This design comes from an exercise in tuning for small area, a short achievable clock period and few clock cycles per item on the open sky130 flow, not from production work.

Design matrixProcessor, start of the top module:
module matrixProcessor #(
	parameter WIDTH = 32
) (
	input wire clk,
	input wire rst_n,
	input wire start,
	input wire [13:0] workItemCount,
	input wire [WIDTH - 1:0] matrixInAddr,
	input wire [WIDTH - 1:0] dataInAddr,
	input wire [WIDTH - 1:0] dataOutAddr,
	input wire [WIDTH - 1:0] dataIn,
	output reg [WIDTH - 1:0] readAddr,
	output reg [WIDTH - 1:0] writeAddr,
	output reg [WIDTH - 1:0] writeData,
	output reg writeEn
	);
	reg busy;
	reg [4:0] rs;
	reg pro;           
	reg macOn;         
	reg divOn;         
	reg wrOn;          
	reg [13:0] fcnt;   
	reg notLast;       
	wire finalW = busy & wrOn & ~divOn & (rs == 5'd3);
	wire accept = start & (~busy | finalW);
	wire frameEnd = (rs == 5'd19);
	wire [4:0] rsNext = accept ? 5'd16 : (frameEnd ? 5'd0 : rs + 5'd1);
	wire wrOnNext = accept ? 1'b0 : (frameEnd ? divOn : wrOn);
	wire busyNext = accept | (busy & ~finalW);
	always @(posedge clk) begin
		if (~rst_n) begin
			busy <= 1'b0;
			writeEn <= 1'b0;
		end else begin
			busy <= busyNext;
			writeEn <= busyNext & wrOnNext & (rsNext <= 5'd3);
		end
	end
	reg atRs0;     
	reg atMac;     
	reg atVLoad;   
	reg accHold;   
	reg [3:0] rowEnd;   
	always @(posedge clk) begin
		atRs0 <= (rsNext == 5'd0);
		atMac <= (rsNext >= 5'd1) & (rsNext <= 5'd16);
		atVLoad <= (rsNext >= 5'd17) | (rsNext == 5'd0);
		accHold <= (rsNext >= 5'd3) & (rsNext <= 5'd18) & (rsNext[1:0] != 2'd3);
		rowEnd[0] <= (rsNext == 5'd6);
		rowEnd[1] <= (rsNext == 5'd10);
		rowEnd[2] <= (rsNext == 5'd14);
		rowEnd[3] <= (rsNext == 5'd18);
	end
	always @(posedge clk) begin
		notLast <= (fcnt != workItemCount);
		rs <= rsNext;
		wrOn <= wrOnNext;
		if (accept) begin
			pro <= 1'b1;
			macOn <= 1'b0;
			divOn <= 1'b0;
			fcnt <= 14'd0;
		end else if (frameEnd) begin
			pro <= 1'b0;
			divOn <= macOn;
			macOn <= pro | (macOn & notLast);
			if (~pro) fcnt <= fcnt + 14'd1;
		end
	end
	reg [WIDTH - 1:2] vptr;   
	wire [WIDTH - 1:0] readAddrInc = readAddr + 32'd4;
	wire readMatrixNext = (rsNext <= 5'd15);
	always @(posedge clk) begin
		if (accept) readAddr[31:2] <= dataInAddr[31:2];
		else if (frameEnd) readAddr[31:2] <= matrixInAddr[31:2];
		else if (rs == 5'd15) readAddr[31:2] <= vptr[31:2];
		else readAddr[31:2] <= readAddrInc[31:2];
		readAddr[1:0] <= readMatrixNext ? matrixInAddr[1:0] : dataInAddr[1:0];
		if (frameEnd) vptr[31:2] <= readAddrInc[31:2];
  ...
Size in the first run: about 770 flip-flops, roughly 58000 um2 of cells after synthesis.
==> module recipStep2, before the edit <==
module recipStep2 (
	input wire [31:0] rem,
	input wire [31:0] m,
	output wire [31:0] remNext,
	output wire q1,
	output wire q0
	);
	wire [34:0] r2 = {2'b00, rem, 1'b0};
	wire [34:0] r4 = {1'b0, rem, 2'b00};
	wire [34:0] nm1 = ~{3'b000, m};
	wire [34:0] nm2 = ~{2'b00, m, 1'b0};
	wire [34:0] cs = r4 ^ nm1 ^ nm2;
	wire [34:0] cc = (r4 & nm1) | (r4 & nm2) | (nm1 & nm2);
	wire [34:0] t1 = r2 + nm1 + 35'd1;                  
	wire [34:0] ta = cs + {cc[33:0], 1'b0} + 35'd2;     
	wire [34:0] tb = r4 + nm1 + 35'd1;                  
	assign q1 = ~t1[34];
	assign q0 = q1 ? ~ta[34] : ~tb[34];
	assign remNext = q1 ? (q0 ? ta[31:0] : {t1[30:0], 1'b0})
	                    : (q0 ? tb[31:0] : {rem[29:0], 2'b00});
endmodule
==> module matrixProcessor, before the edit <==
module matrixProcessor #(
	parameter WIDTH = 32
) (
	input wire clk,
	input wire rst_n,
	input wire start,
	input wire [13:0] workItemCount,
	input wire [WIDTH - 1:0] matrixInAddr,
	input wire [WIDTH - 1:0] dataInAddr,
	input wire [WIDTH - 1:0] dataOutAddr,
	input wire [WIDTH - 1:0] dataIn,
	output reg [WIDTH - 1:0] readAddr,
	output reg [WIDTH - 1:0] writeAddr,
	output reg [WIDTH - 1:0] writeData,
	output reg writeEn
	);
	reg busy;
	reg [4:0] rs;
	reg pro;           
	reg macOn;         
	reg divOn;         
	reg wrOn;          
	reg [13:0] fcnt;   
	reg notLast;       
	wire finalW = busy & wrOn & ~divOn & (rs == 5'd3);
	wire accept = start & (~busy | finalW);
	wire frameEnd = (rs == 5'd19);
	wire [4:0] rsNext = accept ? 5'd16 : (frameEnd ? 5'd0 : rs + 5'd1);
	wire wrOnNext = accept ? 1'b0 : (frameEnd ? divOn : wrOn);
	wire busyNext = accept | (busy & ~finalW);
	always @(posedge clk) begin
		if (~rst_n) begin
			busy <= 1'b0;
			writeEn <= 1'b0;
		end else begin
			busy <= busyNext;
			writeEn <= busyNext & wrOnNext & (rsNext <= 5'd3);
		end
	end
	reg atRs0;     
	reg atMac;     
	reg atVLoad;   
	reg accHold;   
	reg [3:0] rowEnd;   
	always @(posedge clk) begin
		atRs0 <= (rsNext == 5'd0);
		atMac <= (rsNext >= 5'd1) & (rsNext <= 5'd16);
		atVLoad <= (rsNext >= 5'd17) | (rsNext == 5'd0);
		accHold <= (rsNext >= 5'd3) & (rsNext <= 5'd18) & (rsNext[1:0] != 2'd3);
		rowEnd[0] <= (rsNext == 5'd6);
		rowEnd[1] <= (rsNext == 5'd10);
		rowEnd[2] <= (rsNext == 5'd14);
		rowEnd[3] <= (rsNext == 5'd18);
	end
	always @(posedge clk) begin
		notLast <= (fcnt != workItemCount);
		rs <= rsNext;
		wrOn <= wrOnNext;
		if (accept) begin
			pro <= 1'b1;
			macOn <= 1'b0;
			divOn <= 1'b0;
			fcnt <= 14'd0;
		end else if (frameEnd) begin
			pro <= 1'b0;
			divOn <= macOn;
			macOn <= pro | (macOn & notLast);
			if (~pro) fcnt <= fcnt + 14'd1;
		end
	end
	reg [WIDTH - 1:2] vptr;   
	wire [WIDTH - 1:0] readAddrInc = readAddr + 32'd4;
	wire readMatrixNext = (rsNext <= 5'd15);
	always @(posedge clk) begin
		if (accept) readAddr[31:2] <= dataInAddr[31:2];
		else if (frameEnd) readAddr[31:2] <= matrixInAddr[31:2];
		else if (rs == 5'd15) readAddr[31:2] <= vptr[31:2];
		else readAddr[31:2] <= readAddrInc[31:2];
		readAddr[1:0] <= readMatrixNext ? matrixInAddr[1:0] : dataInAddr[1:0];
		if (frameEnd) vptr[31:2] <= readAddrInc[31:2];
		writeAddr <= accept ? dataOutAddr : writeAddr + {31'd0, writeEn};
	end
	reg [WIDTH - 1:0] vb0, vb1, vb2, vb3;
	reg [WIDTH - 1:0] opA, opB;
	reg [WIDTH - 1:0] racc [0:3];
	reg [WIDTH - 1:0] rh0, rh1, rh2;   
	reg [WIDTH - 1:0] m;               
	reg wneg;                          
	reg [WIDTH - 1:0] q;               
	reg [WIDTH - 1:0] rem;
	wire [WIDTH - 1:0] qs = wneg ? (~q + 32'd1) : q;
	wire [WIDTH - 1:0] w = wneg ? (~m + 32'd1) : m;
	always @(posedge clk) begin
		vb0 <= vb1;
		vb1 <= vb2;
		vb2 <= vb3;
		vb3 <= atVLoad ? dataIn : vb0;
		opA <= atMac ? dataIn : qs;
		case (rs)
			5'd17: opB <= rh0;
			5'd18: opB <= rh1;
			5'd19: opB <= rh2;
			5'd0:  opB <= w;
			default: opB <= vb0;
		endcase
	end
	wire [WIDTH - 1:0] t0, t1, t2;
	wire [1:0] tc;
	fxMulStage1 mul1 (.a(opA), .b(opB), .hi0(t0), .hi1(t1), .hi2(t2), .c16(tc));
	reg [WIDTH - 1:0] p0, p1, p2;
	reg [1:0] pc;
	always @(posedge clk) begin
		p0 <= t0;
		p1 <= t1;
		p2 <= t2;
		pc <= tc;
	end
	wire [WIDTH - 1:0] accIn = accHold ? writeData : {WIDTH{1'b0}};
	wire [WIDTH - 1:0] sum = accIn + p0 + p1 + p2 + {30'd0, pc};
	always @(posedge clk) begin
		writeData <= sum;
		if (rowEnd[0]) racc[0] <= sum;
		if (rowEnd[1]) racc[1] <= sum;
		if (rowEnd[2]) racc[2] <= sum;
		if (rowEnd[3]) racc[3] <= sum;
	end
	wire [WIDTH - 1:0] r3 = racc[3];
	wire remInit = ~((r3 == 32'd0) | (r3 == 32'd1) | (r3 == 32'hFFFFFFFF));
	wire [WIDTH - 1:0] rem2;
	wire qb1, qb0;
	recipStep2 st (.rem(rem), .m(m), .remNext(rem2), .q1(qb1), .q0(qb0));
	always @(posedge clk) begin
		if (atRs0) begin
			rh0 <= racc[0];
			rh1 <= racc[1];
			rh2 <= racc[2];
			m <= r3[WIDTH - 1] ? (~r3 + 32'd1) : r3;
			wneg <= r3[WIDTH - 1];
			rem <= {31'd0, remInit};
		end else begin
			rem <= rem2;
		end
		if (atMac) q <= {q[WIDTH - 3:0], qb1, qb0};
	end
endmodule
Settings: LEC_CHECK=0, ABC_CLOCK_PERIOD_IN_PS=4500, CAP_MARGIN=20, CORE_MARGIN=2, CORE_UTILIZATION=55, SLEW_MARGIN=20; clock period 20.0 ns.
standard.sh (not shown) runs the stock make flow with config.mk's settings and CLKGATE_MAP_FILE= SYNTH_SCRIPT=/design/flow/synth_recipe.tcl, a recipe that flattens the netlist after the stock synthesis.
==> flow/flow/run.sh <==
#!/bin/bash
# The standard layout with these changes to how it is made:
# - synthesis maps the logic without Yosys's early "abc -fast" pass (the
#   registers are the standard synthesis's; full adders are then found in the
#   RTL's own adder structure rather than in ABC's restructured gates);
# - timing repair aims well past the clock period: repair_timing treats any
#   path with less than SETUP_SLACK_MARGIN of slack as failing;
set -euo pipefail
bash standard.sh SYNTH_ARGS=-noabc SETUP_SLACK_MARGIN=15.0 MATCH_CELL_FOOTPRINT=0 \
	"BUFFER_PORTS_ARGS=-buffer_cell sky130_fd_sc_hd__buf_4" finish > flow_make.log 2>&1
The starting point went through all stages and came out clean.
Edit:
--- a/flow/design.v
+++ b/flow/design.v
@@ -2478,26 +2478,27 @@
 	assign hi2 = r2[47:16];
 	assign c16 = lo[17:16];
 endmodule
 `default_nettype none
 module recipStep2 (
 	input wire [31:0] rem,
-	input wire [31:0] m,
+	input wire [31:0] w,
 	output wire [31:0] remNext,
 	output wire q1,
 	output wire q0
 	);
+	wire c = ~w[31];
+	wire [34:0] x1 = {3'b111, w ^ {32{c}}};
+	wire [34:0] x2 = {x1[33:0], 1'b0};
 	wire [34:0] r2 = {2'b00, rem, 1'b0};
 	wire [34:0] r4 = {1'b0, rem, 2'b00};
-	wire [34:0] nm1 = ~{3'b000, m};
-	wire [34:0] nm2 = ~{2'b00, m, 1'b0};
-	wire [34:0] cs = r4 ^ nm1 ^ nm2;
-	wire [34:0] cc = (r4 & nm1) | (r4 & nm2) | (nm1 & nm2);
-	wire [34:0] t1 = r2 + nm1 + 35'd1;                  
-	wire [34:0] ta = cs + {cc[33:0], 1'b0} + 35'd2;     
-	wire [34:0] tb = r4 + nm1 + 35'd1;                  
+	wire [34:0] cs = r4 ^ x1 ^ x2;
+	wire [34:0] cc = (r4 & x1) | (r4 & x2) | (x1 & x2);
+	wire [34:0] t1 = r2 + x1 + {34'd0, c};                      
+	wire [34:0] ta = cs + {cc[33:0], 1'b0} + {33'd0, c, c};     
+	wire [34:0] tb = r4 + x1 + {34'd0, c};                      
 	assign q1 = ~t1[34];
 	assign q0 = q1 ? ~ta[34] : ~tb[34];
 	assign remNext = q1 ? (q0 ? ta[31:0] : {t1[30:0], 1'b0})
 	                    : (q0 ? tb[31:0] : {rem[29:0], 2'b00});
 endmodule
 `default_nettype none
@@ -2586,18 +2587,16 @@
 		writeAddr <= accept ? dataOutAddr : writeAddr + {31'd0, writeEn};
 	end
 	reg [WIDTH - 1:0] vb0, vb1, vb2, vb3;
 	reg [WIDTH - 1:0] opA, opB;
 	reg [WIDTH - 1:0] racc [0:3];
 	reg [WIDTH - 1:0] rh0, rh1, rh2;   
-	reg [WIDTH - 1:0] m;               
-	reg wneg;                          
+	reg [WIDTH - 1:0] w;               
 	reg [WIDTH - 1:0] q;               
 	reg [WIDTH - 1:0] rem;
-	wire [WIDTH - 1:0] qs = wneg ? (~q + 32'd1) : q;
-	wire [WIDTH - 1:0] w = wneg ? (~m + 32'd1) : m;
+	wire [WIDTH - 1:0] qs = w[WIDTH - 1] ? (~q + 32'd1) : q;
 	always @(posedge clk) begin
 		vb0 <= vb1;
 		vb1 <= vb2;
 		vb2 <= vb3;
 		vb3 <= atVLoad ? dataIn : vb0;
 		opA <= atMac ? dataIn : qs;
@@ -2630,20 +2629,19 @@
 		if (rowEnd[3]) racc[3] <= sum;
 	end
 	wire [WIDTH - 1:0] r3 = racc[3];
 	wire remInit = ~((r3 == 32'd0) | (r3 == 32'd1) | (r3 == 32'hFFFFFFFF));
 	wire [WIDTH - 1:0] rem2;
 	wire qb1, qb0;
-	recipStep2 st (.rem(rem), .m(m), .remNext(rem2), .q1(qb1), .q0(qb0));
+	recipStep2 st (.rem(rem), .w(w), .remNext(rem2), .q1(qb1), .q0(qb0));
 	always @(posedge clk) begin
 		if (atRs0) begin
 			rh0 <= racc[0];
 			rh1 <= racc[1];
 			rh2 <= racc[2];
-			m <= r3[WIDTH - 1] ? (~r3 + 32'd1) : r3;
-			wneg <= r3[WIDTH - 1];
+			w <= r3;
 			rem <= {31'd0, remInit};
 		end else begin
 			rem <= rem2;
 		end
 		if (atMac) q <= {q[WIDTH - 3:0], qb1, qb0};
 	end
The new run completed with no timing, DRC or antenna violations.
Wire length went down by 5.1%.
Utilization went up by 0.57 points.
Global-route usage went down by 0.96 points.
Count of clock-buffer cells in the layout went up by 18.
Worst hold slack improved by 0.026 ns.
First-iteration DRC count went down by 1.5%.
Non-clock buffer count went up by 6.
Worst setup slack improved by 0.044 ns.
Fmax went up by 0.85%.
Design area went down by 2.3%.
Register-to-register slack got worse by 0.07 ns.
Via count went down by 4.0%.
Final cell count went down by 4.3%.
No functional check of the RTL was part of any run of this note.

==> separate check: timing with driven ports <==
The results above use ideal ports. As a check the final layouts listed here were re-extracted and re-timed, cells and wires unchanged.
Step 1 sets driving cells, clkbuf_16 on the clock port and buf_2 on the other inputs (assumed; they add their load-dependent delay and slew).
Step 2 also shifts input and output timing later by t, the mid clock arrival at the registers, as if the neighbouring blocks saw the same clock.
a / b / c = no drivers / after step 1 / after step 2; a / b = the first two.
run	t, ns	setup WS [ns]	worst register clock-pin slew, ns	cell pins on the clock port's net
the first run	0.750	14.783 / 14.709 / 14.482	0.07 / 0.07	1
the second run	0.726	14.828 / 14.746 / 14.472	0.07 / 0.07	1
After both steps setup and hold are still met in every run listed. For the second run, which loses most, drivers alone change the setup slack by -0.082 ns; drivers and shift together by -0.356 ns.
